This design comes from an exercise in tuning for small area on the open sky130 flow, not from production work.
Where RTL was checked, it was by simulation tests only, not by an equivalence proof against the original.
No functional check of the RTL was part of runs 2 to 4.
Power is estimated from default activity; no workload was simulated.

===== config.mk =====
export PLATFORM = sky130hd
export DESIGN_NAME = ring_noc
export DESIGN_NICKNAME = ring_noc
export VERILOG_FILES = /design/flow/design.v
export SDC_FILE = /design/flow/constraint.sdc
export NUM_CORES = 4
export LEC_CHECK = 0
export CAP_MARGIN = 20
export CORE_MARGIN = 2
export CORE_UTILIZATION = 35
export SLEW_MARGIN = 20

===== constraint.sdc =====
create_clock -name core_clock -period 5.5 [get_ports {clk}]
set_input_delay 1.1000 -clock core_clock [delete_from_list [all_inputs] [get_ports {clk}]]
set_output_delay 1.1000 -clock core_clock [all_outputs]
set_load 0.01 [all_outputs]

===== design.v =====
module arbiter (
    clk, reset, req1, req2, ack1, ack2
);
    input wire clk, reset, req1, req2;
    output wire ack1, ack2;
    reg prio;
    always @(posedge clk) begin
        if (reset)
            prio <= 1'b0;
        else if (req1 && req2)
            prio <= ~prio;
    end
    assign ack1 = req1 && !(req2 && prio);
    assign ack2 = req2 && !(req1 && !prio);
endmodule
module router_input_ctrl #(
    parameter W = 64
) (
    clk, reset, si, ri, di, dout, req, ack
);
    input wire clk, reset, si, ack;
    input wire [W-1:0] di;
    output wire ri, req;
    output wire [W-1:0] dout;
    reg l_full, i_full;
    reg [W-1:0] l_buf, i_buf;
    always @(posedge clk) begin
        if (reset) begin
            l_full <= 1'b0;
            i_full <= 1'b0;
        end
        else begin
            l_full <= i_full && !ack;
            i_full <= l_full || si;
        end
        l_buf <= i_buf;
        i_buf <= si ? di : l_buf;
    end
    assign ri = !l_full;
    assign req = i_full;
    assign dout = i_buf;
endmodule
module router_output_ctrl #(
    parameter W = 64
) (
    clk, reset, req1, req2, ack1, ack2, di1, di2, dout, so, ro
);
    input wire clk, reset, req1, req2, ro;
    input wire [W-1:0] di1, di2;
    output wire ack1, ack2;
    output wire [W-1:0] dout;
    output wire so;
    wire arb_ack1, arb_ack2;
    reg l_full, i_full;
    reg [W-1:0] l_buf, i_buf;
    arbiter arbitration (clk, reset, req1, req2, arb_ack1, arb_ack2);
    assign ack1 = !i_full && arb_ack1;
    assign ack2 = !i_full && arb_ack2;
    assign so = ro && l_full;
    assign dout = l_buf;
    always @(posedge clk) begin
        if (reset) begin
            l_full <= 1'b0;
            i_full <= 1'b0;
        end
        else begin
            l_full <= i_full || arb_ack1 || arb_ack2;
            i_full <= l_full && !so;
        end
        l_buf <= i_full ? i_buf : (arb_ack1 ? di1 : di2);
        i_buf <= l_buf;
    end
endmodule
module router (
    clk, reset,
    cwsi, cwri, cwdi,
    ccwsi, ccwri, ccwdi,
    pesi, peri, pedi,
    cwso, cwro, cwdo,
    ccwso, ccwro, ccwdo,
    peso, pero, pedo
);
    input wire clk, reset, cwsi, ccwsi, pesi, cwro, ccwro, pero;
    input wire [61:0] cwdi, ccwdi;
    input wire [63:0] pedi;
    output wire cwri, ccwri, peri, cwso, ccwso, peso;
    output wire [61:0] cwdo, ccwdo;
    output wire [63:0] pedo;
    wire [61:0] cw_in, ccw_in;
    wire [63:0] pe_in;
    wire cw_in_req, ccw_in_req, pe_in_req;
    wire cw_ack_cw, cw_ack_pe, ccw_ack_ccw, ccw_ack_pe, pe_ack_cw, pe_ack_ccw;
    wire cw_hop_continue = |cw_in[54:48];
    wire ccw_hop_continue = |ccw_in[54:48];
    wire pe_dir = pe_in[62];
    wire [61:0] cw_fwd = {cw_in[61:55], 1'b0, cw_in[54:49], cw_in[47:0]};
    wire [61:0] ccw_fwd = {ccw_in[61:55], 1'b0, ccw_in[54:49], ccw_in[47:0]};
    wire [61:0] pe_fwd = {pe_in[63], pe_in[61:56], pe_in[55:49], pe_in[47:0]};
    wire [55:0] cw_del = {cw_in[61], 1'b0, cw_in[60:55], cw_in[47:0]};
    wire [55:0] ccw_del = {ccw_in[61], 1'b1, ccw_in[60:55], ccw_in[47:0]};
    wire [55:0] pe_out;
    router_input_ctrl #(62) cw_input_ctrl (clk, reset, cwsi, cwri, cwdi, cw_in, cw_in_req,
        cw_ack_cw || pe_ack_cw);
    router_input_ctrl #(62) ccw_input_ctrl (clk, reset, ccwsi, ccwri, ccwdi, ccw_in, ccw_in_req,
        ccw_ack_ccw || pe_ack_ccw);
    router_input_ctrl #(64) pe_input_ctrl (clk, reset, pesi, peri, pedi, pe_in, pe_in_req,
        cw_ack_pe || ccw_ack_pe);
    router_output_ctrl #(62) cw_output_ctrl (clk, reset,
        cw_hop_continue && cw_in_req, !pe_dir && pe_in_req, cw_ack_cw, cw_ack_pe,
        cw_fwd, pe_fwd, cwdo, cwso, cwro);
    router_output_ctrl #(62) ccw_output_ctrl (clk, reset,
        ccw_hop_continue && ccw_in_req, pe_dir && pe_in_req, ccw_ack_ccw, ccw_ack_pe,
        ccw_fwd, pe_fwd, ccwdo, ccwso, ccwro);
    router_output_ctrl #(56) pe_output_ctrl (clk, reset,
        !cw_hop_continue && cw_in_req, !ccw_hop_continue && ccw_in_req, pe_ack_cw, pe_ack_ccw,
        cw_del, ccw_del, pe_out, peso, pero);
    assign pedo = {pe_out[55:48], 8'b0, pe_out[47:0]};
endmodule
module ring_noc(
    clk,reset,node0_polarity,node3_polarity,node1_polarity,node2_polarity,
    node0_pesi, node0_peri, node0_pedi,
    node0_peso, node0_pero, node0_pedo,
    node1_pesi, node1_peri, node1_pedi,
    node1_peso, node1_pero, node1_pedo,
    node2_pesi, node2_peri, node2_pedi,
    node2_peso, node2_pero, node2_pedo,
    node3_pesi, node3_peri, node3_pedi,
    node3_peso, node3_pero, node3_pedo
);
    input wire clk,reset;
    input wire node0_pesi,node0_pero;
    input wire node1_pesi,node1_pero;
    input wire node2_pesi,node2_pero;
    input wire node3_pesi,node3_pero;
    input wire [63:0] node0_pedi,node1_pedi,node2_pedi,node3_pedi;
    output wire node0_peri,node0_peso;
    output wire node1_peri,node1_peso;
    output wire node2_peri,node2_peso;
    output wire node3_peri,node3_peso;
    output wire [63:0] node0_pedo,node1_pedo,node2_pedo,node3_pedo;
    reg polarity;
    output wire node0_polarity,node3_polarity,node1_polarity,node2_polarity;
    assign node0_polarity = polarity;
    assign node1_polarity = polarity;
    assign node2_polarity = polarity;
    assign node3_polarity = polarity;
    always @(posedge clk) begin
        if (reset)
            polarity <= 1'b0;
        else
            polarity <= ~polarity;
    end
    wire [3:0] cwso, cwri, ccwso, ccwri;
    wire [61:0] cwdo [0:3];
    wire [61:0] ccwdo [0:3];
    router node0 (
        clk, reset,
        cwso[3], cwri[0], cwdo[3],
        ccwso[1], ccwri[0], ccwdo[1],
        node0_pesi, node0_peri, node0_pedi,
        cwso[0], cwri[1], cwdo[0],
        ccwso[0], ccwri[3], ccwdo[0],
        node0_peso, node0_pero, node0_pedo);
    router node1 (
        clk, reset,
        cwso[0], cwri[1], cwdo[0],
        ccwso[2], ccwri[1], ccwdo[2],
        node1_pesi, node1_peri, node1_pedi,
        cwso[1], cwri[2], cwdo[1],
        ccwso[1], ccwri[0], ccwdo[1],
        node1_peso, node1_pero, node1_pedo);
    router node2 (
        clk, reset,
        cwso[1], cwri[2], cwdo[1],
        ccwso[3], ccwri[2], ccwdo[3],
        node2_pesi, node2_peri, node2_pedi,
        cwso[2], cwri[3], cwdo[2],
        ccwso[2], ccwri[1], ccwdo[2],
        node2_peso, node2_pero, node2_pedo);
    router node3 (
        clk, reset,
        cwso[2], cwri[3], cwdo[2],
        ccwso[0], ccwri[3], ccwdo[0],
        node3_pesi, node3_peri, node3_pedi,
        cwso[3], cwri[0], cwdo[3],
        ccwso[3], ccwri[2], ccwdo[3],
        node3_peso, node3_pero, node3_pedo);
endmodule

===== run.sh =====
#!/bin/bash
# synth_recipe.tcl (not shown) runs the flow's synth.tcl, then flattens the netlist and writes it again
# the make line also repeats each setting of config.mk as NAME=value (left out here)
make -C /OpenROAD-flow-scripts/flow DESIGN_CONFIG=/design/flow/config.mk WORK_HOME=/design/flow/orfs CLKGATE_MAP_FILE= SYNTH_SCRIPT=/design/flow/synth_recipe.tcl finish

==> impl_metrics.toml, run 1 <==
[setup_path]
crit_arrival_ps = 2240
criticalPathCategory = "primary input to output port"
cp.required_ps = 4400
critPathMaxFanout = 2
cp-start-kind = "primary input"
end_kind = "output port"
r2r_cells = 5

[cells_and_area]
nNetsFinal = 7435
drive_gt1_frac = 0.184
area_delta_synth_final_pct = 21.8
final_util = 0.428

[routing]
ant_nets = 0
vias_per_cell = 4.80
num_vias = 50860
dr.pass1.iters = 7
wl_per_cell_um = 23.6
routed_wl_mm = 250
drc = 0
drt-initial-drc-count = 3625

[sta]
fmax_mhz = 299
final.setup.tns_ps = 0
finalMaxSlewViolations = 0
relSlewSlack = 0.272
finalSetupViolCount = 0
fin_crit_sh = 0.608
timing_hold_violations_final = 0
rsz0062_at_grt = "false"
clock_skew_ps = 87.9
tightest_slew_ps = 1080
period_needed_ps = 3340
setup_slack_ps = 2160

[logic_synthesis]
synth_top_family_by_area = "multiplexers"
yosys.area_share.adder = 0
ys_ff_latch = 2997
synth_cells = 6669
synth.area.mux_share = 0.155
synthArstFlopShare = 0
synth_area_um2 = 85200
ys_warn_count = 6
synth_xor_area_frac = 0.000823
synth_compound_area_frac = 0.0630
synth_edf_count = 0
ys_seq_area_frac = 0.704
synth_cell_types = 46
yosys.area_share.simple = 0.0538
syn_avg_cell_area_um2 = 12.8
synthFlopType = "dfxtp_1"

[floorplan]
die-area_um2 = 247000
die_w_um = 497
io-pin-count = 534
core_um2 = 243000
fp.dieH_um = 497
initial_core_util = 0.351
rows = 181

[pwr]
p_leak_uw = 0.0434
switchingPower_uw = 14300
combPwrFrac = 0.099
switching_share = 0.245
p_clk_frac = 0.369
p_seq_frac = 0.531
ir_drop_mv = 0.277
power.internal_uw = 44000
power_density_nw_per_um2 = 561

[clocking]
htree_levels = 5
clk_latency_ps = 960
numCtsBuffers = 317
cts_setup_buffers = 0
clkSlewWorstSetupHoldPaths_ps = 60
cts_resized = 0
cts_tree = "done"
cts_hold_buf = 0
cts_sinks = 2997
cts_root_buffer = "clkbuf_16"
cts_max_path_buffers = 4

[flow_run]
drv_cap = 0

[global_routing]
use_met1 = 0.266
grt_overflow = 0
grt_busiest_layer = "met2"
use_met2 = 0.310
grt_util_all_layers = 0.196
grtUsageMet3 = 0.0403
grt_pass1_wl_mm = 359
grt_max_degree = 128
grt_pass1_vias = 51654
antenna_found_initial = 26

[placed_design]
pre_cts_slack_ps = 2160
port_buffers = 497
gp_congestion = 0.782
hpwl_mm = 157

[min_path]
min_path_type = "flop to flop"
holdPathStages = 0

[outcome]
status = "complete, no violations"
[critical path, cell delays in order]
cell,delay [ps]
clkdlybuf4s50_1,480
and2_1,140
clkdlybuf4s50_1,530
[per-stage QoR]
stage          cells  hold slack, ps  area [um^2]  total power [uW]
2_1_floorplan   6700             327        85300             33000
3_3_place_gp   10052             332        93200             36900
3_5_place_dp   10052             333        93200             37100
4_1_cts        10600             279       104000             58700
5_1_grt        10601             303       104000             60500
6_report       10604             281       104000             58200
[power by group through the flow]
stage / registers [uW] / logic, uW / clock network, uW
floorplan: 30000 / 3010 / 0
global placement: 31100 / 5720 / 0
detailed placement: 31300 / 5810 / 0
CTS: 30900 / 5880 / 21900
global route: 31500 / 6260 / 22800
finish: 30900 / 5780 / 21500
[cells in the mapped netlist, types with 3 or more instances]
| library cell | number | area (um^2) |
|---|---|---|
| nor2_1 | 220 | 826 |
| o21ai_0 | 450 | 2250 |
| nand3b_1 | 4 | 30.0 |
| nand2_1 | 667 | 2500 |
| or3_1 | 10 | 62.6 |
| a32oi_1 | 3 | 26.3 |
| nand2b_1 | 8 | 50.1 |
| xor2_1 | 8 | 70.1 |
| inv_1 | 18 | 67.6 |
| mux2i_1 | 477 | 4770 |
| and3_1 | 11 | 68.8 |
| a31oi_1 | 225 | 1410 |
| o31ai_1 | 3 | 22.5 |
| or4b_2 | 4 | 40.0 |
| a2bb2oi_1 | 110 | 963 |
| nor2b_1 | 8 | 50.1 |
| or4_1 | 8 | 60.1 |
| nor3_1 | 4 | 20.0 |
| nor3b_1 | 8 | 60.1 |
| buf_2 | 51 | 255 |
| mux2_2 | 752 | 8470 |
| nand3_1 | 118 | 591 |
| and4_1 | 4 | 35.0 |
| nor4_1 | 4 | 25.0 |
| buf_1 | 18 | 67.6 |
| a22oi_1 | 8 | 60.1 |
| clkbuf_1 | 278 | 1040 |
| and2_1 | 7 | 43.8 |
| a21oi_1 | 81 | 405 |
| nor4b_1 | 4 | 35.0 |
| buf_4 | 63 | 473 |
| o2111ai_1 | 4 | 35.0 |
| dfxtp_1 | 2997 | 60000 |
| o211ai_1 | 13 | 97.6 |
[sequential cells by signal, summed over array words and instances (netlist names), 63 cells and up]
signal and flops:
node2.pe_input_ctrl.i_buf 63, node3.pe_input_ctrl.i_buf 63, node3.pe_input_ctrl.l_buf 63, node0.pe_input_ctrl.l_buf 63, node2.pe_input_ctrl.l_buf 63, node1.pe_input_ctrl.i_buf 63, node0.pe_input_ctrl.i_buf 63, node1.pe_input_ctrl.l_buf 63
[area by class of cell]
class	instances	area (um^2)
fill	22074	139000
tap	3202	4010
multi-input combinational	3273	23500
antenna	4	10.0
clock buffer	441	9210
sequential	2997	60000
inverter	18	80.1
clock inverter	107	1340
timing repair buffer	562	5560
[worst paths after layout]
kind	startpoint	to	slack, ps
setup / recovery	node2_pero	node2_peso	2160
hold reg to reg	node3.cw_output_ctrl.l_buf[27]$_DFF_P_	node3.cw_output_ctrl.i_buf[27]$_DFF_P_	280
hold / removal	node3.cw_output_ctrl.l_buf[27]$_DFF_P_	node3.cw_output_ctrl.i_buf[27]$_DFF_P_	280
setup reg to reg	node3.ccw_input_ctrl.i_buf[51]$_DFF_P_	node3.pe_output_ctrl.l_buf[7]$_DFF_P_	2180
[routing by layer]
layer,part of all wire,up-vias
li1,-,23785
met1,0.46,25043
met2,0.45,1584
met3,0.060,446
met4,0.032,2
met5,0.000052,-
[cells by family after synthesis]
group           count (synthesis)
compound gates                907
xor+xnor                        8
buf+inv                       430
flops                        2997
mux                          1229
other cells                     1
simple gates                 1097
[placed cells by master (no fill, tap or decap), types with 51 or more instances in the layout]
cell type,n
a31oi_1,225
o21ai_0,450
mux2i_1,477
clkbuf_16,324
nor2_1,218
mux2_2,752
buf_4,60
clkdlybuf4s50_1,492
nand2_1,667
clkbuf_1,51
a21oi_1,81
nand3_1,116
dfxtp_1,2987
clkbuf_8,66
a2bb2oi_1,110
==> inputs of run 2 (changes only) <==
--- a/design.v
+++ b/design.v
@@ -24,6 +24,7 @@
     output wire [W-1:0] dout;
     reg l_full, i_full;
     reg [W-1:0] l_buf, i_buf;
+    wire keep = l_full && !si;
     always @(posedge clk) begin
         if (reset) begin
             l_full <= 1'b0;
@@ -34,7 +35,7 @@
             i_full <= l_full || si;
         end
         l_buf <= i_buf;
-        i_buf <= si ? di : l_buf;
+        i_buf <= ({W{si}} & di) | ({W{keep}} & l_buf);
     end
     assign ri = !l_full;
     assign req = i_full;
@@ -67,7 +68,7 @@
             l_full <= i_full || arb_ack1 || arb_ack2;
             i_full <= l_full && !so;
         end
-        l_buf <= i_full ? i_buf : (arb_ack1 ? di1 : di2);
+        l_buf <= ({W{i_full}} & i_buf) | ({W{ack1}} & di1) | ({W{ack2}} & di2);
         i_buf <= l_buf;
     end
 endmodule
--- a/config.mk
+++ b/config.mk
@@ -8,4 +8,5 @@
 export CAP_MARGIN = 20
 export CORE_MARGIN = 2
 export CORE_UTILIZATION = 35
+export CTS_BUF_LIST = sky130_fd_sc_hd__clkbuf_4
 export SLEW_MARGIN = 20
==> run 2 against run 1 <==
  * Still clean
  * Clock-buffer cell count increased by 568
  * Sequential power down 28%
  * Clock skew increased by 64 ps
  * Hold slack got worse by 76 ps
  * Routed wire length is 17% higher
  * Synthesized cell count down 11%
  * Critical path depth decreased by 1
  * Synthesized area down 3.5%
  * Core utilization down 0.42 points
  * Non-clock buffer count is 16 higher
  * Register-to-register slack improved by 40 ps
  * Critical endpoint is now node1_peri
  * Largest power group unchanged
  * Highest routed layer unchanged
==> impl_metrics.toml, run 2 <==
[outcome]
status = "complete, no violations"

[cells_and_area]
area_delta_synth_final_pct = 20.1
nNetsFinal = 7121
drive_gt1_frac = 0.167
mostFrequentLayoutCell = "dfxtp_1"
layout_common_cells = "dfxtp_1, clkbuf_4, a22o_1, a221o_1, and2_1"

[global_routing]
antenna_found_initial = 42
grtUsageMet3 = 0.0607
grt_busiest_layer = "met2"
grt_pass1_vias = 54602
grt_overflow = 0
use_met1 = 0.321
grt_util_all_layers = 0.237
grt_pass1_wl_mm = 405
grt_max_degree = 88
use_met2 = 0.360

[clocking]
cts_resized = 0
numCtsBuffers = 739
cts_sinks = 2997
cts_tree = "done"
clkSlewWorstSetupHoldPaths_ps = 60
clk_latency_ps = 1460
cts_root_buffer = "clkbuf_4"
cts_max_path_buffers = 4
htree_levels = 6

[placed_design]
gp_congestion = 0.814
hpwl_mm = 174
port_buffers = 497

[setup_path]
r2r_end = "node0.ccw_output_ctrl.l_buf[6]$_DFF_P_"
cp-start-kind = "flop"
path_buf_inv = 2
critPathLaunch = "node1.pe_input_ctrl.l_full$_SDFF_PP0_"
end_kind = "output port"
crit_arrival_ps = 2740
cp_cell_sequence = "inv_1 > clkdlybuf4s50_1"
crit_path_top_delay_cell = "clkdlybuf4s50_1"
critPathMaxFanout = 2
criticalPathCategory = "flop to output port"
critPathTopFamily = "buffers and inverters"
r2r_slack_ps = 2220
r2r_start = "node0.ccw_output_ctrl.i_full$_SDFF_PP0_"
r2r_cells = 4
cp.required_ps = 4400
cpPeakStageDelay_ps = 780

[sta]
final.setup.tns_ps = 0
tightest_slew_ps = 1210
finalMaxSlewViolations = 0
fin_crit_sh = 0.698
clock_skew_ps = 152
timing_hold_violations_final = 0
period_needed_ps = 3840
rsz0062_at_grt = "false"
relSlewSlack = 0.191
fmax_mhz = 261
finalSetupViolCount = 0

[logic_synthesis]
ys_warn_count = 6
synth_xor_area_frac = 0.000426
syn_avg_cell_area_um2 = 13.8
synth_edf_count = 0
yosys.area_share.simple = 0.0691
synth.area.mux_share = 0
netlist_top_cells_area = "dfxtp_1, a221o_1, a22o_1"
ys_ff_latch = 2997
synthArstFlopShare = 0
synth_area_um2 = 82200
synth_most_common_cell = "dfxtp_1"
synth_cell_types = 38
synth_top_family_by_area = "compound AO/OA/AOI/OAI gates"
synth_top_cell_area_share = 0.730
ys_seq_area_frac = 0.730
synth_compound_area_frac = 0.171
synthTopCellsByCount = "dfxtp_1, a22o_1, a221o_1, and2_1, clkbuf_1"
yosys.area.top_type = "dfxtp_1"
synth_cells = 5955
yosys.area_share.adder = 0
synthFlopType = "dfxtp_1"

[floorplan]
die-area_um2 = 239000
die_w_um = 489
fp.dieH_um = 489
rows = 177
io-pin-count = 534
core_um2 = 233000
initial_core_util = 0.353

[routing]
vias_per_cell = 5.16
drc = 0
wl_per_cell_um = 27.8
ant_nets = 0
dr.pass1.iters = 7
num_vias = 53939
drt-initial-drc-count = 5003
routed_wl_mm = 291

[pwr]
p_total_uw = 41100
p_leak_uw = 0.0392
ir_drop_mv = 0.198
power_density_nw_per_um2 = 416

[min_path]
hp-start = "reset"
min_to = "node3.ccw_output_ctrl.i_full$_SDFF_PP0_"
min_path_type = "primary input to flop"
holdPathStages = 3

[flow_run]
drv_cap = 0
-- run 2: power by group --
part / switching, uW / total [uW] / internal, uW
Combinational: 540 / 913 / 373
Clock: 8690 / 17800 / 9070
Sequential: 314 / 22400 / 22100
-- run 2: timing repair --
action / 4_1_cts / 5_1_grt
setup endpoints to repair: 0 / 0
hold endpoints to repair: 2 / 0
hold buffers: 1 / 0
setup buffers: 0 / 0
-- run 2: worst max path at each step --
stage	to	slack, ps	cells after the start
after global placement	node2_peso	2140	3
after detailed placement	node1.pe_input_ctrl.i_buf[60]$_DFF_P_	2120	4
after global routing	node1_peri	1500	2
final	node1_peri	1660	2
after floorplan	node0_peso	3140	1
after CTS	node1_peri	1500	2
-- run 2: metrics by stage --
stage	instance area, um^2	worst slack (ps)	hold WS [ps]	instances	utilization
3_5_place_dp	89900	2120	334	9243	0.386
6_report	98700	1660	206	10459	0.424
3_3_place_gp	89800	2140	335	9241	0.386
5_1_grt	98700	1500	97.5	10447	0.423
2_1_floorplan	82300	3140	331	5986	-
4_1_cts	98600	1500	29.8	10436	0.423
-- run 2: cell type report --
type | count | area [um^2]
repair buffers | 578 | 5680
inverters | 16 | 60.1
clock inverters | 183 | 1110
well taps | 3132 | 3920
multi-input cells | 2523 | 20200
flip-flops and latches | 2997 | 60100
clock buffers | 1009 | 7570
diodes | 21 | 52.6
fillers | 21700 | 134000
-- run 2: cells by family (layout without fill, tap and decap cells) --
logic type	after synthesis	count (layout)
XOR/XNOR	4	4
flip-flops	2997	2997
AO/OA/AOI/OAI	1536	1536
buffers and inverters	466	1786
AND/OR/NAND/NOR	951	951
other	1	53
-- run 2: metal layers --
metal	vias up	share of wire
li1	23783	-
met1	27044	0.45
met2	2609	0.44
met3	483	0.081
met4	20	0.033
met5	-	0.00039
-- run 2: worst reg2reg max path: stages (launching register included) --
cell	delay [ps]
dfxtp_4	670
a31oi_1	460
nor2b_4	800
buf_4	910
a221o_1	360
==> inputs of run 3 (changes only) <==
--- a/config.mk
+++ b/config.mk
@@ -8,5 +8,6 @@
 export CAP_MARGIN = 20
 export CORE_MARGIN = 2
 export CORE_UTILIZATION = 35
-export CTS_BUF_LIST = sky130_fd_sc_hd__clkbuf_4
+export CTS_BUF_LIST = sky130_fd_sc_hd__clkbuf_8
+export CTS_CLUSTER_SIZE = 30
 export SLEW_MARGIN = 20
==> run 3 against run 2 <==
  * Routed wire length shrank 0.94%
  * Global-route usage is 0.25 points lower
  * Clock power up 6%
  * Critical path depth did not move
  * Final area is 0.67% higher
  * Non-clock buffer count fell by 1
  * Final cell count decreased by 3.8%
  * Synthesized cell count unchanged
  * Sequential power hardly changed
  * Critical endpoint unchanged
  * Largest cell class unchanged
  * Largest power group unchanged
==> impl_metrics.toml, run 3 <==
[outcome]
status = "complete, no violations"

[logic_synthesis]
ys_warn_count = 6
synth_area_um2 = 82200
synthTopCellsByCount = "dfxtp_1, a22o_1, a221o_1, and2_1, clkbuf_1"
yosys.area_share.adder = 0
syn_avg_cell_area_um2 = 13.8
synth_cell_types = 38
synth_most_common_cell = "dfxtp_1"
yosys.area.top_type = "dfxtp_1"
synthFlopType = "dfxtp_1"
netlist_top_cells_area = "dfxtp_1, a221o_1, a22o_1"
yosys.area_share.simple = 0.0691
synth.area.mux_share = 0
synth_top_family_by_area = "compound AO/OA/AOI/OAI gates"
ys_ff_latch = 2997
synth_top_cell_area_share = 0.730
synthArstFlopShare = 0
synth_xor_area_frac = 0.000426
synth_compound_area_frac = 0.171
synth_cells = 5955
ys_seq_area_frac = 0.730
synth_edf_count = 0

[floorplan]
io-pin-count = 534
core_um2 = 233000
initial_core_util = 0.353
rows = 177
fp.dieH_um = 489
die-area_um2 = 239000
die_w_um = 489

[pwr]
p_clk_frac = 0.446
p_leak_uw = 0.0394
combPwrFrac = 0.022
power_density_nw_per_um2 = 424
switching_share = 0.224
switchingPower_uw = 9420
p_seq_frac = 0.532
ir_drop_mv = 0.239
power.internal_uw = 32700

[clocking]
cts_max_path_buffers = 4
clkSlewWorstSetupHoldPaths_ps = 60
cts_hold_buf = 0
clk_latency_ps = 1130
numCtsBuffers = 462
cts_sinks = 2997
cts_setup_buffers = 0
cts_resized = 0
cts_root_buffer = "clkbuf_8"
cts_tree = "done"
htree_levels = 5

[sta]
setup_slack_ps = 1900
fmax_mhz = 277
tightest_slew_ps = 1210
rsz0062_at_grt = "false"
clock_skew_ps = 108
final.setup.tns_ps = 0
period_needed_ps = 3600
timing_hold_violations_final = 0
relSlewSlack = 0.193
fin_crit_sh = 0.655
finalSetupViolCount = 0
finalMaxSlewViolations = 0

[setup_path]
cp_cell_sequence = "inv_1 > clkdlybuf4s50_1"
critPathMaxFanout = 2
cpPeakStageDelay_ps = 790
path_buf_inv = 2
critPathTopFamily = "buffers and inverters"
cp-start-kind = "flop"
end_kind = "output port"
cp.required_ps = 4400
r2r_cells = 4
crit_path_top_delay_cell = "clkdlybuf4s50_1"
crit_arrival_ps = 2500
criticalPathCategory = "flop to output port"
cp.depth = 2

[routing]
drt-initial-drc-count = 5298
wl_per_cell_um = 28.7
vias_per_cell = 5.21
ant_nets = 0
dr.pass1.iters = 5
routed_wl_mm = 289
drc = 0
num_vias = 52456

[placed_design]
gp_congestion = 0.814
post-place-cells = 9243
port_buffers = 497
hpwl_mm = 174
pre_cts_slack_ps = 2120

[global_routing]
grt_util_all_layers = 0.234
antenna_found_initial = 41
grt_max_degree = 88
grt_overflow = 0
grt_pass1_vias = 52289
grt_pass1_wl_mm = 400

[cells_and_area]
fin_cells = 10064
mostFrequentLayoutCell = "dfxtp_1"
nNetsFinal = 6843
seq_area_um2 = 60100
area_delta_synth_final_pct = 20.9
layout_common_cells = "dfxtp_1, a22o_1, a221o_1, and2_1, clkbuf_8"
drive_gt1_frac = 0.119
multi_input_area_um2 = 20200
layout.filler_cells = 21354

[flow_run]
drv_cap = 0

[min_path]
min_path_type = "flop to flop"
holdPathStages = 0
## run 3: kinds of logic after synthesis
logic type	count (synthesis)
and+or+nand+nor	951
xor gates and xnor gates	4
other	1
buffers and inverters	466
AOI/OAI and AO/OA	1536
DFF	2997
## run 3: layout make-up
cell class              instances  share of cell area
flip-flops and latches       2997               0.605
inverters                      16            0.000605
repair buffers                577              0.0571
diodes                         20            0.000504
clock inverters               231              0.0156
well taps                    3132              0.0394
multi-input cells            2523               0.203
clock buffers                 568              0.0787
## run 3: metal layers
metal,part of all wire,track usage
met5,0.00031,0
met4,0.035,0.0853
met3,0.080,0.0500
met1,0.45,0.324
met2,0.44,0.359
## run 3: final timing paths
kind | endpoint | slack (ps) | from
min reg2reg | node3.pe_output_ctrl.i_buf[51]$_DFF_P_ | 260 | node3.pe_output_ctrl.l_buf[51]$_DFF_P_
max | node1_peri | 1900 | node1.pe_input_ctrl.l_full$_SDFF_PP0_
min | node3.pe_output_ctrl.i_buf[51]$_DFF_P_ | 260 | node3.pe_output_ctrl.l_buf[51]$_DFF_P_
max reg2reg | node0.ccw_output_ctrl.l_buf[60]$_DFF_P_ | 2210 | node0.ccw_output_ctrl.i_full$_SDFF_PP0_
## run 3: through the flow
| stage | total power [uW] | area, um^2 | hold WS, ps | utilization |
|---|---|---|---|---|
| after floorplan | 23100 | 82300 | 331 | - |
| after global placement | 23800 | 89800 | 335 | 0.386 |
| after detailed placement | 23800 | 89900 | 334 | 0.386 |
| after CTS | 42400 | 99200 | 248 | 0.426 |
| after global routing | 43400 | 99300 | 255 | 0.426 |
| final | 42100 | 99300 | 264 | 0.426 |
## run 3: power by group through the flow
stage	Clock, uW	Combinational, uW	Sequential [uW]
final	18800	911	22400
after global routing	20000	942	22400
after CTS	19100	912	22400
after detailed placement	0	903	22900
after global placement	0	896	22900
after floorplan	0	427	22700
## run 3: worst register-to-register path, delay by kind of cell, from the launching register on
family / cells / cell delay, ps
buffers and inverters: 1 / 910
DFF: 1 / 680
and+or+nand+nor: 1 / 790
AOI/OAI and AO/OA: 2 / 790
==> inputs of run 4 (changes only) <==
==> flow/run.sh (new file) <==
#!/bin/bash
# Own layout flow: the standard flow (standard.sh, unchanged synthesis and
# steps) with two changes in how the layout is built:
#  - port buffers are sky130_fd_sc_hd__buf_1 instead of the default choice
#    (every input and output port still gets its own buffer);
#  - the clock tree uses clkbuf_8 buffers with larger sink clusters and no
#    dummy loads, which needs far fewer clock buffers for ~3000 flip-flops.
# Each tool's full output is kept: make's output in standard_flow.log, and
# ORFS's per-step logs under orfs/logs/.
set -uo pipefail
export BUFFER_PORTS_ARGS="-buffer_cell sky130_fd_sc_hd__buf_1"
export CTS_ARGS="-sink_clustering_enable -repair_clock_nets -dont_use_dummy_load -buf_list sky130_fd_sc_hd__clkbuf_8 -sink_clustering_size 20 -sink_clustering_max_diameter 60"
bash standard.sh > standard_flow.log 2>&1
status=$?
echo "standard.sh exit status $status"
exit $status
==> standard.sh (new file) <==
#!/bin/bash
# synth_recipe.tcl (not shown) runs the flow's synth.tcl, then flattens the netlist and writes it again
# the make line also repeats each setting of config.mk as NAME=value (left out here)
make -C /OpenROAD-flow-scripts/flow DESIGN_CONFIG=/design/flow/config.mk WORK_HOME=/design/flow/orfs CLKGATE_MAP_FILE= SYNTH_SCRIPT=/design/flow/synth_recipe.tcl "${@:-finish}"
--- a/config.mk
+++ b/config.mk
@@ -7,7 +7,5 @@
 export LEC_CHECK = 0
 export CAP_MARGIN = 20
 export CORE_MARGIN = 2
-export CORE_UTILIZATION = 35
-export CTS_BUF_LIST = sky130_fd_sc_hd__clkbuf_8
-export CTS_CLUSTER_SIZE = 30
+export CORE_UTILIZATION = 50
 export SLEW_MARGIN = 20
removed: run.sh
==> run 4 against run 3 <==
  * Highest routed layer unchanged
  * Flip-flop and latch count stayed put
  * Critical path depth is 3 higher
  * Largest power group unchanged
  * Via count is 5.8% lower
  * Sequential power hardly changed
  * Routed wire length is 12% lower
==> impl_metrics.toml, run 4 <==
[outcome]
status = "complete, no violations"

[sta]
setup_slack_ps = 2360
relSlewSlack = 0.173
final.setup.tns_ps = 0
hold_ws_ps = 301
period_needed_ps = 3140
finalMaxSlewViolations = 0
fmax_mhz = 319
timing_hold_violations_final = 0
clock_skew_ps = 79.2
finalSetupViolCount = 0
rsz0062_at_grt = "false"
tightest_slew_ps = 1240
fin_crit_sh = 0.570

[logic_synthesis]
synth_cell_types = 38
synthFlopType = "dfxtp_1"
yosys.area.top_type = "dfxtp_1"
synth_edf_count = 0
synthArstFlopShare = 0
netlist_top_cells_area = "dfxtp_1, a221o_1, a22o_1"
synth_cells = 5955
syn_avg_cell_area_um2 = 13.8
ys_seq_area_frac = 0.730
synthTopCellsByCount = "dfxtp_1, a22o_1, a221o_1, and2_1, clkbuf_1"
synth_top_cell_area_share = 0.730
ys_warn_count = 6
ys_ff_latch = 2997
synth_most_common_cell = "dfxtp_1"
synth_area_um2 = 82200

[routing]
routed_wl_mm = 253
drc = 0
wl_per_cell_um = 29.9
drt-initial-drc-count = 4862
vias_per_cell = 5.83
ant_nets = 0
dr.pass1.iters = 5
num_vias = 49413

[setup_path]
cp.required_ps = 6290
r2r_slack_ps = 2360
crit_path_top_delay_cell = "dfxtp_2"
r2r_end = "node1.ccw_output_ctrl.l_buf[33]$_DFF_P_"
end_kind = "flop"
r2r_cells = 5
cpPeakStageDelay_ps = 720
cp-start-kind = "flop"
criticalPathCategory = "flop to flop"
cpMostUsedCell = "buf_4"
cp_cell_sequence = "buf_4 > inv_1 > o2111a_4 > buf_4 > a221o_1"
r2r_start = "node1.ccw_output_ctrl.i_full$_SDFF_PP0_"
critPathMaxFanout = 47
crit_arrival_ps = 3920

[min_path]
holdPathStages = 0
min_to = "node0.cw_output_ctrl.i_buf[50]$_DFF_P_"
min_path_type = "flop to flop"
hp-start = "node0.cw_output_ctrl.l_buf[50]$_DFF_P_"

[cells_and_area]
drive_gt1_frac = 0.0540
final_util = 0.541
mostFrequentLayoutCell = "dfxtp_1"
layout_common_cells = "dfxtp_1, a22o_1, a221o_1, and2_1, buf_1"
area_delta_synth_final_pct = 7.18
postLayoutCellArea_um2 = 88100
nNetsFinal = 6560
layout.filler_cells = 13746

[clocking]
cts_tree = "done"
cts_max_path_buffers = 3
cts_root_buffer = "clkbuf_8"
htree_levels = 4
clkSlewWorstSetupHoldPaths_ps = 110
clk_latency_ps = 960
cts_sinks = 2997
cts_setup_buffers = 0
numCtsBuffers = 181
cts_resized = 0
cts_hold_buf = 0

[global_routing]
antenna_found_initial = 14
grt_overflow = 0
grt_util_all_layers = 0.295
grt_max_degree = 74
grt_pass1_vias = 48161
grt_pass1_wl_mm = 358

[floorplan]
fp.dieH_um = 409
die_w_um = 409
die-area_um2 = 168000
rows = 148
io-pin-count = 534
core_um2 = 163000
initial_core_util = 0.504

[placed_design]
hpwl_mm = 154
port_buffers = 497
gp_congestion = 0.816
dpl_cell_area_um2 = 85600
pre_cts_slack_ps = 2160

[pwr]
ir_drop_mv = 0.251
power_density_nw_per_um2 = 369
p_leak_uw = 0.0341

[flow_run]
drv_cap = 0
run 4: cell types whose count changed in the layout (fill, tap and decap cells not counted), sizes merged:
cell           previous run  this run
clkdlybuf4s50           492         0
inv                     160        16
clkinv                   58         0
diode                    20         9
clkbuf                  568       186
buf                      85       570
bufinv                   20         0
clkinvlp                  9         0
run 4: cells by family after synthesis:
group | Yosys count | share of synthesized area
flops | 2997 | 0.730
xor+xnor | 4 | 0.000426
other cells | 1 | 0.0000456
simple gates | 951 | 0.0691
compound gates | 1536 | 0.171
buf+inv | 466 | 0.0294
run 4: metal layers:
metal	vias up	wire length, um	share of wire	track usage
li1	21980	-	-	-
met1	25129	117000	0.46	0.427
met2	1958	112000	0.44	0.454
met3	342	18700	0.074	0.0538
met4	4	6250	0.025	0.0759
met5	-	28	0.00011	0
run 4: worst max path at each step:
stage                                                  startpoint  cells after the start                                 endpoint
after floorplan                                        node0_pero                      1                               node0_peso
final                     node1.ccw_output_ctrl.i_full$_SDFF_PP0_                      5  node1.ccw_output_ctrl.l_buf[33]$_DFF_P_
after detailed placement                               node2_pesi                      4    node2.pe_input_ctrl.i_buf[37]$_DFF_P_
after global routing      node1.ccw_output_ctrl.i_full$_SDFF_PP0_                      5  node1.ccw_output_ctrl.l_buf[34]$_DFF_P_
after global placement                                 node2_pesi                      4    node2.pe_input_ctrl.i_buf[38]$_DFF_P_
after CTS                 node1.ccw_output_ctrl.i_full$_SDFF_PP0_                      5  node1.ccw_output_ctrl.l_buf[33]$_DFF_P_
run 4: critical path: cells and delay by family, from the launching register on:
kind | cells | cell delay [ps]
compound gates | 2 | 800
buf+inv | 3 | 1380
flops | 1 | 720
run 4: report_power, final:
group	internal [uW]	switching [uW]
clock network	2970	6380
registers	22100	295
logic	247	504
run 4: cell type report:
type,instances,area (um^2),share of cell area
timing repair buffer,575,2540,0.0289
inverter,16,60.1,0.000682
sequential,2997,60100,0.682
antenna,9,22.5,0.000256
multi-input combinational,2523,20200,0.229
clock buffer,181,2490,0.0283
tap,2175,2720,0.0309
run 4: metrics by stage:
stage               std cells  power, uW
floorplan                5986      23100
global placement         8285      23600
detailed placement       8285      23600
CTS                      8466      32600
global route             8468      33400
finish                   8476      32500
==> inputs of run 5 (changes only) <==
--- a/design.v
+++ b/design.v
@@ -82,34 +82,38 @@
     peso, pero, pedo
 );
     input wire clk, reset, cwsi, ccwsi, pesi, cwro, ccwro, pero;
-    input wire [61:0] cwdi, ccwdi;
+    input wire [57:0] cwdi, ccwdi;
     input wire [63:0] pedi;
     output wire cwri, ccwri, peri, cwso, ccwso, peso;
-    output wire [61:0] cwdo, ccwdo;
+    output wire [57:0] cwdo, ccwdo;
     output wire [63:0] pedo;
-    wire [61:0] cw_in, ccw_in;
-    wire [63:0] pe_in;
+    wire [2:0] pe_count = pedi[55] ? 3'd7 : pedi[54] ? 3'd6 : pedi[53] ? 3'd5 :
+                          pedi[52] ? 3'd4 : pedi[51] ? 3'd3 : pedi[50] ? 3'd2 :
+                          pedi[49] ? 3'd1 : 3'd0;
+    wire [58:0] pe_packet = {pedi[63:56], pe_count, pedi[47:0]};
+    wire [57:0] cw_in, ccw_in;
+    wire [58:0] pe_in;
     wire cw_in_req, ccw_in_req, pe_in_req;
     wire cw_ack_cw, cw_ack_pe, ccw_ack_ccw, ccw_ack_pe, pe_ack_cw, pe_ack_ccw;
-    wire cw_hop_continue = |cw_in[54:48];
-    wire ccw_hop_continue = |ccw_in[54:48];
-    wire pe_dir = pe_in[62];
-    wire [61:0] cw_fwd = {cw_in[61:55], 1'b0, cw_in[54:49], cw_in[47:0]};
-    wire [61:0] ccw_fwd = {ccw_in[61:55], 1'b0, ccw_in[54:49], ccw_in[47:0]};
-    wire [61:0] pe_fwd = {pe_in[63], pe_in[61:56], pe_in[55:49], pe_in[47:0]};
-    wire [55:0] cw_del = {cw_in[61], 1'b0, cw_in[60:55], cw_in[47:0]};
-    wire [55:0] ccw_del = {ccw_in[61], 1'b1, ccw_in[60:55], ccw_in[47:0]};
+    wire cw_hop_continue = |cw_in[50:48];
+    wire ccw_hop_continue = |ccw_in[50:48];
+    wire pe_dir = pe_in[57];
+    wire [57:0] cw_fwd = {cw_in[57:51], cw_in[50:48] - 3'd1, cw_in[47:0]};
+    wire [57:0] ccw_fwd = {ccw_in[57:51], ccw_in[50:48] - 3'd1, ccw_in[47:0]};
+    wire [57:0] pe_fwd = {pe_in[58], pe_in[56:0]};
+    wire [55:0] cw_del = {cw_in[57], 1'b0, cw_in[56:51], cw_in[47:0]};
+    wire [55:0] ccw_del = {ccw_in[57], 1'b1, ccw_in[56:51], ccw_in[47:0]};
     wire [55:0] pe_out;
-    router_input_ctrl #(62) cw_input_ctrl (clk, reset, cwsi, cwri, cwdi, cw_in, cw_in_req,
+    router_input_ctrl #(58) cw_input_ctrl (clk, reset, cwsi, cwri, cwdi, cw_in, cw_in_req,
         cw_ack_cw || pe_ack_cw);
-    router_input_ctrl #(62) ccw_input_ctrl (clk, reset, ccwsi, ccwri, ccwdi, ccw_in, ccw_in_req,
+    router_input_ctrl #(58) ccw_input_ctrl (clk, reset, ccwsi, ccwri, ccwdi, ccw_in, ccw_in_req,
         ccw_ack_ccw || pe_ack_ccw);
-    router_input_ctrl #(64) pe_input_ctrl (clk, reset, pesi, peri, pedi, pe_in, pe_in_req,
+    router_input_ctrl #(59) pe_input_ctrl (clk, reset, pesi, peri, pe_packet, pe_in, pe_in_req,
         cw_ack_pe || ccw_ack_pe);
-    router_output_ctrl #(62) cw_output_ctrl (clk, reset,
+    router_output_ctrl #(58) cw_output_ctrl (clk, reset,
         cw_hop_continue && cw_in_req, !pe_dir && pe_in_req, cw_ack_cw, cw_ack_pe,
         cw_fwd, pe_fwd, cwdo, cwso, cwro);
-    router_output_ctrl #(62) ccw_output_ctrl (clk, reset,
+    router_output_ctrl #(58) ccw_output_ctrl (clk, reset,
         ccw_hop_continue && ccw_in_req, pe_dir && pe_in_req, ccw_ack_ccw, ccw_ack_pe,
         ccw_fwd, pe_fwd, ccwdo, ccwso, ccwro);
     router_output_ctrl #(56) pe_output_ctrl (clk, reset,
@@ -152,8 +156,8 @@
             polarity <= ~polarity;
     end
     wire [3:0] cwso, cwri, ccwso, ccwri;
-    wire [61:0] cwdo [0:3];
-    wire [61:0] ccwdo [0:3];
+    wire [57:0] cwdo [0:3];
+    wire [57:0] ccwdo [0:3];
     router node0 (
         clk, reset,
         cwso[3], cwri[0], cwdo[3],
--- a/flow/run.sh
+++ b/flow/run.sh
@@ -9,7 +9,7 @@
 # ORFS's per-step logs under orfs/logs/.
 set -uo pipefail
 export BUFFER_PORTS_ARGS="-buffer_cell sky130_fd_sc_hd__buf_1"
-export CTS_ARGS="-sink_clustering_enable -repair_clock_nets -dont_use_dummy_load -buf_list sky130_fd_sc_hd__clkbuf_8 -sink_clustering_size 20 -sink_clustering_max_diameter 60"
+export CTS_ARGS="-sink_clustering_enable -repair_clock_nets -dont_use_dummy_load -buf_list sky130_fd_sc_hd__clkbuf_8 -sink_clustering_size 16 -sink_clustering_max_diameter 50"
 bash standard.sh > standard_flow.log 2>&1
 status=$?
 echo "standard.sh exit status $status"
==> run 5 against run 4 <==
  * Sequential power decreased by 5%
  * Maximum frequency decreased by 6.1%
  * Global-route usage increased by 1.2 points
  * Synthesized area fell by 4.2%
==> impl_metrics.toml, run 5 <==
[sta]
finalSetupViolCount = 0
period_needed_ps = 3340
finalMaxSlewViolations = 0
tightest_slew_ps = 1210
rsz0062_at_grt = "false"
final.setup.tns_ps = 0
fin_crit_sh = 0.607
relSlewSlack = 0.194
timing_hold_violations_final = 0
clock_skew_ps = 75.8
fmax_mhz = 299

[logic_synthesis]
synth_cell_types = 39
synthFlopType = "dfxtp_1"
ys_ff_latch = 2837
synth_cells = 5778
synth_edf_count = 0
synth_top_cell_area_share = 0.721
ys_warn_count = 6
syn_avg_cell_area_um2 = 13.6
synth_most_common_cell = "dfxtp_1"
yosys.area.top_type = "dfxtp_1"
netlist_top_cells_area = "dfxtp_1, a221o_1, a22o_1"
synthTopCellsByCount = "dfxtp_1, a221o_1, a22o_1, and2_1, clkbuf_1"
ys_seq_area_frac = 0.721
synth_area_um2 = 78700
synthArstFlopShare = 0

[outcome]
status = "complete, no violations"

[clocking]
htree_levels = 4
clk_latency_ps = 970
cts_hold_buf = 0
cts_resized = 0
cts_root_buffer = "clkbuf_8"
numCtsBuffers = 209
cts_tree = "done"
cts_sinks = 2837
clkSlewWorstSetupHoldPaths_ps = 100
cts_setup_buffers = 0
cts_max_path_buffers = 3

[flow_run]
drv_cap = 0

[routing]
dr.pass1.iters = 5
vias_per_cell = 5.99
routed_wl_mm = 253
drt-initial-drc-count = 4399
wl_per_cell_um = 30.9
ant_nets = 0
drc = 0
num_vias = 49068

[floorplan]
initial_core_util = 0.504
rows = 145
die-area_um2 = 161000
core_um2 = 156000
io-pin-count = 534
fp.dieH_um = 401
die_w_um = 401

[placed_design]
gp_congestion = 0.828
hpwl_mm = 151
post-place-cells = 7973
port_buffers = 497

[setup_path]
r2r_slack_ps = 2540
r2r_start = "node2.cw_input_ctrl.i_buf[48]$_DFF_P_"
end_kind = "output port"
critPathTopFamily = "buffers and inverters"
cp-start-kind = "flop"
cp_cell_sequence = "inv_1 > buf_1"
r2r_cells = 7
crit_arrival_ps = 2240
cp.required_ps = 4400
cpPeakStageDelay_ps = 460
r2r_end = "node2.pe_output_ctrl.l_buf[35]$_DFF_P_"
crit_path_top_delay_cell = "dfxtp_1"
critPathMaxFanout = 5
path_buf_inv = 2
criticalPathCategory = "flop to output port"

[min_path]
hp-start = "node3.ccw_output_ctrl.l_buf[27]$_DFF_P_"
holdPathStages = 0
min_path_type = "flop to flop"
min_to = "node3.ccw_output_ctrl.i_buf[27]$_DFF_P_"

[cells_and_area]
fin_cells = 8194
layout_common_cells = "dfxtp_1, a221o_1, a22o_1, buf_1, and2_1"
nNetsFinal = 6411
area_delta_synth_final_pct = 8.19
mostFrequentLayoutCell = "dfxtp_1"
drive_gt1_frac = 0.0604

[global_routing]
grt_util_all_layers = 0.307
grt_max_degree = 71
grt_pass1_vias = 49150
grt_overflow = 0
grt_pass1_wl_mm = 357
antenna_found_initial = 12

[pwr]
ir_drop_mv = 0.230
p_leak_uw = 0.0329
power_density_nw_per_um2 = 370
-- run 5: cell types whose count changed in the layout (fill, tap and decap cells not counted), sizes merged, moves of 16 or more --
cell,previous run,this run
a221o,708,688
and4,0,220
dfxtp,2997,2837
nand2b,0,20
inv,16,52
clkbuf,186,214
nor4,8,24
a22o,709,646
ha,0,16
and2,700,444
-- run 5: worst max path at each step --
| stage | startpoint | to | slack [ps] | cells past startpoint |
|---|---|---|---|---|
| 2_1_floorplan | node0_pero | node0_peso | 3140 | 1 |
| 6_report | node0.pe_input_ctrl.l_full$_SDFF_PP0_ | node0_peri | 2160 | 2 |
| 3_5_place_dp | node1_pesi | node1.pe_input_ctrl.i_buf[17]$_DFF_P_ | 2340 | 4 |
| 5_1_grt | node0.pe_input_ctrl.l_full$_SDFF_PP0_ | node0_peri | 2060 | 2 |
| 4_1_cts | node0.pe_input_ctrl.l_full$_SDFF_PP0_ | node0_peri | 2060 | 2 |
| 3_3_place_gp | node1_pesi | node1.pe_input_ctrl.i_buf[23]$_DFF_P_ | 2390 | 4 |
-- run 5: worst reg2reg max path: cells and delay by family (launching register included) --
kind	cells	cell delay (ps)
buffers and inverters	3	960
and+or+nand+nor	1	800
AOI/OAI and AO/OA	2	570
DFF	1	340
adders and majority gates	1	170
-- run 5: layout make-up --
type / instances / area [um^2]
Antenna cell: 9 / 22.5
Inverter: 52 / 195
Tap cell: 2058 / 2570
Fill cell: 13224 / 71200
Timing Repair Buffer: 584 / 2620
Clock buffer: 209 / 2880
Multi-Input combinational cell: 2445 / 20100
Sequential cell: 2837 / 56900
-- run 5: routing by layer --
| layer | track usage | share of wire |
|---|---|---|
| met3 | 0.0641 | 0.082 |
| met2 | 0.478 | 0.44 |
| met1 | 0.419 | 0.43 |
| met5 | 0 | 0 |
| met4 | 0.118 | 0.040 |
-- run 5: report_power, final --
part,switching (uW),total [uW],leakage (uW),internal (uW)
combinational,521,762,0.00837,241
sequential,270,21200,0.0231,20900
clock,6210,9600,0.00150,3390
total,7000,31600,0.0329,24600
-- run 5: cell families (layout without fill, tap and decap cells) --
group	Yosys count	in the layout	share of synthesized area
adder cells (fa/ha/maj)	16	16	0.00254
buffers and inverters	527	845	0.0292
other	1	41	0.0000476
flip-flops	2837	2837	0.721
AO/OA/AOI/OAI	1456	1456	0.169
XOR/XNOR	4	4	0.000445
AND/OR/NAND/NOR	937	937	0.0771
-- run 5: metrics by stage --
| stage | area, um^2 | hold slack, ps | power [uW] | worst slack (ps) | util |
|---|---|---|---|---|---|
| floorplan | 78900 | 331 | 21900 | 3140 | - |
| global placement | 82200 | 334 | 22400 | 2390 | 0.526 |
| detailed placement | 82200 | 334 | 22400 | 2340 | 0.526 |
| CTS | 85100 | 266 | 31700 | 2060 | 0.544 |
| global route | 85200 | 313 | 32500 | 2060 | 0.545 |
| finish | 85200 | 301 | 31600 | 2160 | 0.545 |
==> inputs of run 6 (changes only) <==
--- a/design.v
+++ b/design.v
@@ -68,7 +68,7 @@
             l_full <= i_full || arb_ack1 || arb_ack2;
             i_full <= l_full && !so;
         end
-        l_buf <= ({W{i_full}} & i_buf) | ({W{ack1}} & di1) | ({W{ack2}} & di2);
+        l_buf <= ({W{i_full}} & i_buf) | ({W{!(i_full || arb_ack2)}} & di1) | ({W{ack2}} & di2);
         i_buf <= l_buf;
     end
 endmodule
@@ -98,8 +98,12 @@
     wire cw_hop_continue = |cw_in[50:48];
     wire ccw_hop_continue = |ccw_in[50:48];
     wire pe_dir = pe_in[57];
-    wire [57:0] cw_fwd = {cw_in[57:51], cw_in[50:48] - 3'd1, cw_in[47:0]};
-    wire [57:0] ccw_fwd = {ccw_in[57:51], ccw_in[50:48] - 3'd1, ccw_in[47:0]};
+    wire [2:0] cw_n = cw_in[50:48];
+    wire [2:0] ccw_n = ccw_in[50:48];
+    wire [2:0] cw_dec = {cw_n[2] ^ !(cw_n[1] || cw_n[0]), cw_n[1] ~^ cw_n[0], !cw_n[0]};
+    wire [2:0] ccw_dec = {ccw_n[2] ^ !(ccw_n[1] || ccw_n[0]), ccw_n[1] ~^ ccw_n[0], !ccw_n[0]};
+    wire [57:0] cw_fwd = {cw_in[57:51], cw_dec, cw_in[47:0]};
+    wire [57:0] ccw_fwd = {ccw_in[57:51], ccw_dec, ccw_in[47:0]};
     wire [57:0] pe_fwd = {pe_in[58], pe_in[56:0]};
     wire [55:0] cw_del = {cw_in[57], 1'b0, cw_in[56:51], cw_in[47:0]};
     wire [55:0] ccw_del = {ccw_in[57], 1'b1, ccw_in[56:51], ccw_in[47:0]};
--- a/config.mk
+++ b/config.mk
@@ -7,5 +7,5 @@
 export LEC_CHECK = 0
 export CAP_MARGIN = 20
 export CORE_MARGIN = 2
-export CORE_UTILIZATION = 50
+export CORE_UTILIZATION = 60
 export SLEW_MARGIN = 20
==> run 6 against run 5 <==
  * Still clean
  * Final cell count is 4.3% lower
  * Non-clock buffer count decreased by 12
  * Synthesized area shrank 0.98%
  * Clock-buffer cell count down 5
==> impl_metrics.toml, run 6 <==
[outcome]
status = "complete, no violations"

[setup_path]
crit_arrival_ps = 2160
cp.required_ps = 4400
r2r_cells = 7
critPathTopFamily = "flip-flops"
cpPeakStageDelay_ps = 660
crit_path_top_delay_cell = "dfxtp_1"
cp_cell_sequence = "inv_1 > buf_1"
criticalPathCategory = "flop to output port"
critPathMaxFanout = 5
end_kind = "output port"
cp-start-kind = "flop"
path_buf_inv = 2
r2r_slack_ps = 2320
cp.depth = 2

[routing]
num_vias = 48832
vias_per_cell = 6.23
routed_wl_mm = 244
ant_nets = 0
wl_per_cell_um = 31.1
drc = 0
drt-initial-drc-count = 5074
dr.pass1.iters = 7

[global_routing]
antenna_found_initial = 17
grt_pass1_vias = 47313
grt_max_degree = 64
grt_util_all_layers = 0.360
grt_pass1_wl_mm = 342
grt_overflow = 0

[pwr]
power_density_nw_per_um2 = 378
ir_drop_mv = 0.250
p_total_uw = 31700
p_leak_uw = 0.0328

[logic_synthesis]
synth_edf_count = 0
synthFlopType = "dfxtp_1"
synth_top_cell_area_share = 0.728
synthTopCellsByCount = "dfxtp_1, a221o_1, and2_1, a22o_1, clkbuf_1"
synth_cell_types = 34
ys_ff_latch = 2837
ys_seq_area_frac = 0.728
ys_warn_count = 6
synth_cells = 5721
synthArstFlopShare = 0
syn_avg_cell_area_um2 = 13.6
yosys.area.top_type = "dfxtp_1"
synth_most_common_cell = "dfxtp_1"
netlist_top_cells_area = "dfxtp_1, a221o_1, a22o_1"
synth_area_um2 = 78000

[sta]
period_needed_ps = 3260
finalSetupViolCount = 0
fmax_mhz = 307
rsz0062_at_grt = "false"
fin_crit_sh = 0.592
final.setup.tns_ps = 0
tightest_slew_ps = 1260
finalMaxSlewViolations = 0
clock_skew_ps = 51.0
relSlewSlack = 0.163
hold_ws_ps = 329
timing_hold_violations_final = 0

[min_path]
min_path_type = "flop to flop"
holdPathStages = 0

[cells_and_area]
multi_input_area_um2 = 19400
seq_area_um2 = 56800
area_delta_synth_final_pct = 7.70
layout_common_cells = "dfxtp_1, a221o_1, and2_1, a22o_1, buf_1"
nNetsFinal = 6378
final_util = 0.649
drive_gt1_frac = 0.0569
layout.filler_cells = 10011
mostFrequentLayoutCell = "dfxtp_1"

[clocking]
cts_max_path_buffers = 3
cts_hold_buf = 0
cts_sinks = 2837
htree_levels = 4
clkSlewWorstSetupHoldPaths_ps = 100
cts_tree = "done"
cts_setup_buffers = 0
cts_resized = 0
clk_latency_ps = 960
cts_root_buffer = "clkbuf_8"
numCtsBuffers = 204

[floorplan]
fp.dieH_um = 364
die-area_um2 = 133000
initial_core_util = 0.603
io-pin-count = 534
core_um2 = 129000
rows = 132
die_w_um = 364

[placed_design]
port_buffers = 497
gp_congestion = 0.828
hpwl_mm = 138

[flow_run]
drv_cap = 0
## run 6: cell count changes in the layout (fill, tap and decap cells not counted), sizes merged, moves of 12 or more
cell,before,now
a21oi,20,44
nor4,24,0
buf,579,567
and4,220,0
inv,52,40
a211oi,8,24
and2,444,680
## run 6: layout make-up
class | instances | area share
flip-flops and latches | 2837 | 0.677
inverters | 40 | 0.00179
multi-input cells | 2441 | 0.231
diodes | 6 | 0.000179
well taps | 1742 | 0.0260
repair buffers | 572 | 0.0305
clock buffers | 204 | 0.0334
## run 6: final timing paths
check	to	start
max	node1_peri	node1.pe_input_ctrl.l_full$_SDFF_PP0_
min	node3.ccw_input_ctrl.l_buf[48]$_DFF_P_	node3.ccw_input_ctrl.i_buf[48]$_DFF_P_
max reg2reg	node0.pe_output_ctrl.l_buf[24]$_DFF_P_	node0.ccw_input_ctrl.i_buf[48]$_DFF_P_
min reg2reg	node3.ccw_input_ctrl.l_buf[48]$_DFF_P_	node3.ccw_input_ctrl.i_buf[48]$_DFF_P_
## run 6: power breakdown
group | switching, uW | internal (uW) | total, uW
registers | 301 | 21000 | 21300
logic | 665 | 293 | 958
clock network | 6150 | 3310 | 9460
total | 7110 | 24600 | 31700
## run 6: metrics by stage
step           setup slack (ps)  std cells  instance area (um^2)
3_5_place_dp               2060       7630                 81100
6_report                   2240       7842                 84000
4_1_cts                    2240       7834                 83900
2_1_floorplan              3140       5752                 78100
5_1_grt                    2270       7837                 84000
3_3_place_gp               2080       7629                 81100
## run 6: kinds of logic (layout without fill, tap and decap cells)
logic type               after synthesis  count (layout)  share of synthesized area
AND/OR/NAND/NOR                      921             921                     0.0706
other                                  1              38                  0.0000481
buffers and inverters                474             816                     0.0272
flip-flops                          2837            2837                      0.728
XOR/XNOR                              12              12                    0.00135
adder cells (fa/ha/maj)               16              16                    0.00257
AO/OA/AOI/OAI                       1460            1460                      0.170
## run 6: per-layer routing
layer  vias up  part of all wire  track usage
li1      21142                 -            -
met1     24699              0.42        0.502
met2      2492              0.45        0.567
met3       495             0.087       0.0649
met4         4             0.036        0.126
met5         -          0.000094            0
==> inputs of run 7 (changes only) <==
--- a/config.mk
+++ b/config.mk
@@ -5,7 +5,7 @@
 export SDC_FILE = /design/flow/constraint.sdc
 export NUM_CORES = 4
 export LEC_CHECK = 0
-export CAP_MARGIN = 20
+export CAP_MARGIN = 0
 export CORE_MARGIN = 2
-export CORE_UTILIZATION = 60
-export SLEW_MARGIN = 20
+export CORE_UTILIZATION = 70
+export SLEW_MARGIN = 0
==> run 7 against run 6 <==
  * First-iteration DRC count shrank 0.55%
  * Largest cell class unchanged
  * Global-route usage rose by 3.7 points
  * Largest power group unchanged
  * Setup slack improved by 170 ps
  * Final cell count fell by 3.5%
==> impl_metrics.toml, run 7 <==
[outcome]
status = "complete, no violations"

[clocking]
cts_setup_buffers = 0
clkSlewWorstSetupHoldPaths_ps = 100
numCtsBuffers = 199
clk_latency_ps = 940
htree_levels = 4
cts_resized = 0
cts_root_buffer = "clkbuf_8"
cts_sinks = 2837
cts_hold_buf = 0
cts_tree = "done"
cts_max_path_buffers = 3

[global_routing]
grt_util_all_layers = 0.397
grtUsageMet3 = 0.0887
grt_overflow = 0
use_met1 = 0.518
grt_busiest_layer = "met2"
use_met2 = 0.618
grt_max_degree = 64
antenna_found_initial = 5
grt_pass1_wl_mm = 327
grt_pass1_vias = 48230

[flow_run]
drv_cap = 0

[floorplan]
die-area_um2 = 114000
core_um2 = 111000
fp.dieH_um = 338
initial_core_util = 0.706
io-pin-count = 534
rows = 122
die_w_um = 338

[logic_synthesis]
synth_top_family_by_area = "compound AO/OA/AOI/OAI gates"
ys_warn_count = 6
ys_seq_area_frac = 0.728
synth_cell_types = 34
synthArstFlopShare = 0
yosys.area.top_type = "dfxtp_1"
synthTopCellsByCount = "dfxtp_1, a221o_1, and2_1, a22o_1, clkbuf_1"
synth.area.mux_share = 0
ys_ff_latch = 2837
synth_area_um2 = 78000
synth_xor_area_frac = 0.00135
synth_compound_area_frac = 0.170
synth_cells = 5721
yosys.area_share.adder = 0.00257
synthFlopType = "dfxtp_1"
syn_avg_cell_area_um2 = 13.6
synth_most_common_cell = "dfxtp_1"
synth_top_cell_area_share = 0.728
netlist_top_cells_area = "dfxtp_1, a221o_1, a22o_1"
synth_edf_count = 0
yosys.area_share.simple = 0.0706

[routing]
dr.pass1.iters = 6
ant_nets = 0
vias_per_cell = 6.46
wl_per_cell_um = 30.4
num_vias = 48908
drc = 0
drt-initial-drc-count = 5046
routed_wl_mm = 230

[sta]
relSlewSlack = 0.175
tightest_slew_ps = 1230
timing_hold_violations_final = 0
rsz0062_at_grt = "false"
hold_ws_ps = 321
period_needed_ps = 3090
final.setup.tns_ps = 0
fin_crit_sh = 0.562
finalMaxSlewViolations = 0
finalSetupViolCount = 0
fmax_mhz = 324
clock_skew_ps = 53.9

[cells_and_area]
drive_gt1_frac = 0.0548
final_util = 0.755
area_delta_synth_final_pct = 7.03
seq_area_um2 = 56800
mostFrequentLayoutCell = "dfxtp_1"
layout_common_cells = "dfxtp_1, a221o_1, and2_1, a22o_1, buf_1"
nNetsFinal = 6364
multi_input_area_um2 = 19400
layout.filler_cells = 7429

[setup_path]
cp-start-kind = "flop"
cpPeakStageDelay_ps = 640
end_kind = "output port"
criticalPathCategory = "flop to output port"
crit_arrival_ps = 1990
crit_path_top_delay_cell = "dfxtp_1"
cp.required_ps = 4400
critPathMaxFanout = 5
cp_cell_sequence = "inv_1 > buf_1"

[pwr]
switching_share = 0.221
combPwrFrac = 0.029
p_seq_frac = 0.677
p_clk_frac = 0.294
switchingPower_uw = 6960
ir_drop_mv = 0.291
power.internal_uw = 24500
power_density_nw_per_um2 = 377
p_leak_uw = 0.0327

[placed_design]
hpwl_mm = 132
gp_congestion = 0.846
port_buffers = 497

[min_path]
min_path_type = "flop to flop"
run 7: area by class of cell:
type | count | share of cell area
Tap cell | 1488 | 0.0223
Sequential cell | 2837 | 0.681
Multi-Input combinational cell | 2441 | 0.233
Inverter | 40 | 0.00180
Clock buffer | 199 | 0.0328
Antenna cell | 1 | 0.0000300
Timing Repair Buffer | 563 | 0.0295
run 7: worst max-delay path: cells and delay by family (launching register included):
family | cells | cell delay [ps]
buffers and inverters | 2 | 460
DFF | 1 | 640
run 7: final timing paths:
kind / start / endpoint / slack (ps) / depth (start not counted)
worst max-delay path: node1.pe_input_ctrl.l_full$_SDFF_PP0_ / node1_peri / 2410 / 2
worst min-delay path: node0.cw_output_ctrl.l_buf[48]$_DFF_P_ / node0.cw_output_ctrl.i_buf[48]$_DFF_P_ / 320 / 0
worst max register to register: node0.ccw_input_ctrl.i_buf[48]$_DFF_P_ / node0.ccw_output_ctrl.l_buf[35]$_DFF_P_ / 2420 / 7
worst min register to register: node0.cw_output_ctrl.l_buf[48]$_DFF_P_ / node0.cw_output_ctrl.i_buf[48]$_DFF_P_ / 320 / 0
run 7: kinds of logic after synthesis:
| logic type | after synthesis |
|---|---|
| AND/OR/NAND/NOR | 921 |
| flip-flops | 2837 |
| XOR/XNOR | 12 |
| adder cells (fa/ha/maj) | 16 |
| buffers and inverters | 474 |
| AO/OA/AOI/OAI | 1460 |
| other | 1 |
run 7: per-stage QoR:
| step | setup slack, ps | cells | area, um^2 | total power (uW) |
|---|---|---|---|---|
| after global placement | 2340 | 7369 | 80700 | 22600 |
| after detailed placement | 2320 | 7369 | 80700 | 22700 |
| final | 2410 | 7569 | 83500 | 31500 |
| after floorplan | 3140 | 5752 | 78100 | 22100 |
| after global routing | 2340 | 7569 | 83500 | 32300 |
| after CTS | 2430 | 7568 | 83500 | 31400 |
run 7: power by group through the flow:
stage	sequential, uW	combinational, uW	clock (uW)
floorplan	21600	504	0
global placement	21800	876	0
detailed placement	21800	889	0
CTS	21300	895	9250
global route	21400	950	10000
finish	21300	925	9250
run 7: routing by layer:
metal | vias up | share of wire | wire (um)
met4 | 2 | 0.058 | 13400
met2 | 2742 | 0.45 | 105000
met3 | 647 | 0.095 | 21800
met1 | 24407 | 0.39 | 90500
met5 | - | 0.000056 | 13
li1 | 21110 | - | -

-- re-timing with driven ports --
No port has a modelled driver above. Below, the same layouts with a new extraction and two added sets of constraints.
Step 1 assumes that a clkbuf_16 drives the clock port and a buf_2 every other input.
Step 2 adds t to the input delays and takes it off the output delays; t is the mean of the earliest and latest rising clock arrival at the registers after step 1. Input paths then give back, and output paths get back, about the clock's delay inside the block.
Three values: ideal, step 1, step 2; two values: the first two.
run | shift t [ns] | setup slack, ns | hold WS [ns] | worst register clock-pin slew, ns | pins driven straight from the clock port
run 1 | 1.012 | 2.156 / 2.129 / 2.129 | 0.281 / 0.281 / 0.281 | 0.07 / 0.07 | 1
run 2 | 1.475 | 1.662 / 1.577 / 2.062 | 0.206 / 0.139 / 0.255 | 0.08 / 0.08 | 1
run 3 | 1.164 | 1.895 / 1.812 / 2.077 | 0.264 / 0.264 / 0.264 | 0.07 / 0.07 | 1
run 4 | 1.004 | 2.363 / 2.363 / 2.175 | 0.301 / 0.276 / 0.301 | 0.13 / 0.13 | 1
run 5 | 1.011 | 2.160 / 2.077 / 2.298 | 0.301 / 0.293 / 0.301 | 0.10 / 0.10 | 1
run 6 | 1.012 | 2.243 / 2.167 / 1.938 | 0.329 / 0.299 / 0.329 | 0.11 / 0.11 | 1
run 7 | 0.991 | 2.409 / 2.330 / 2.173 | 0.321 / 0.304 / 0.321 | 0.10 / 0.10 | 1
After both steps setup and hold are still met in every run listed. The setup slack of run 6, which loses most, moves by -0.076 ns with the drivers and by -0.305 ns with both steps.
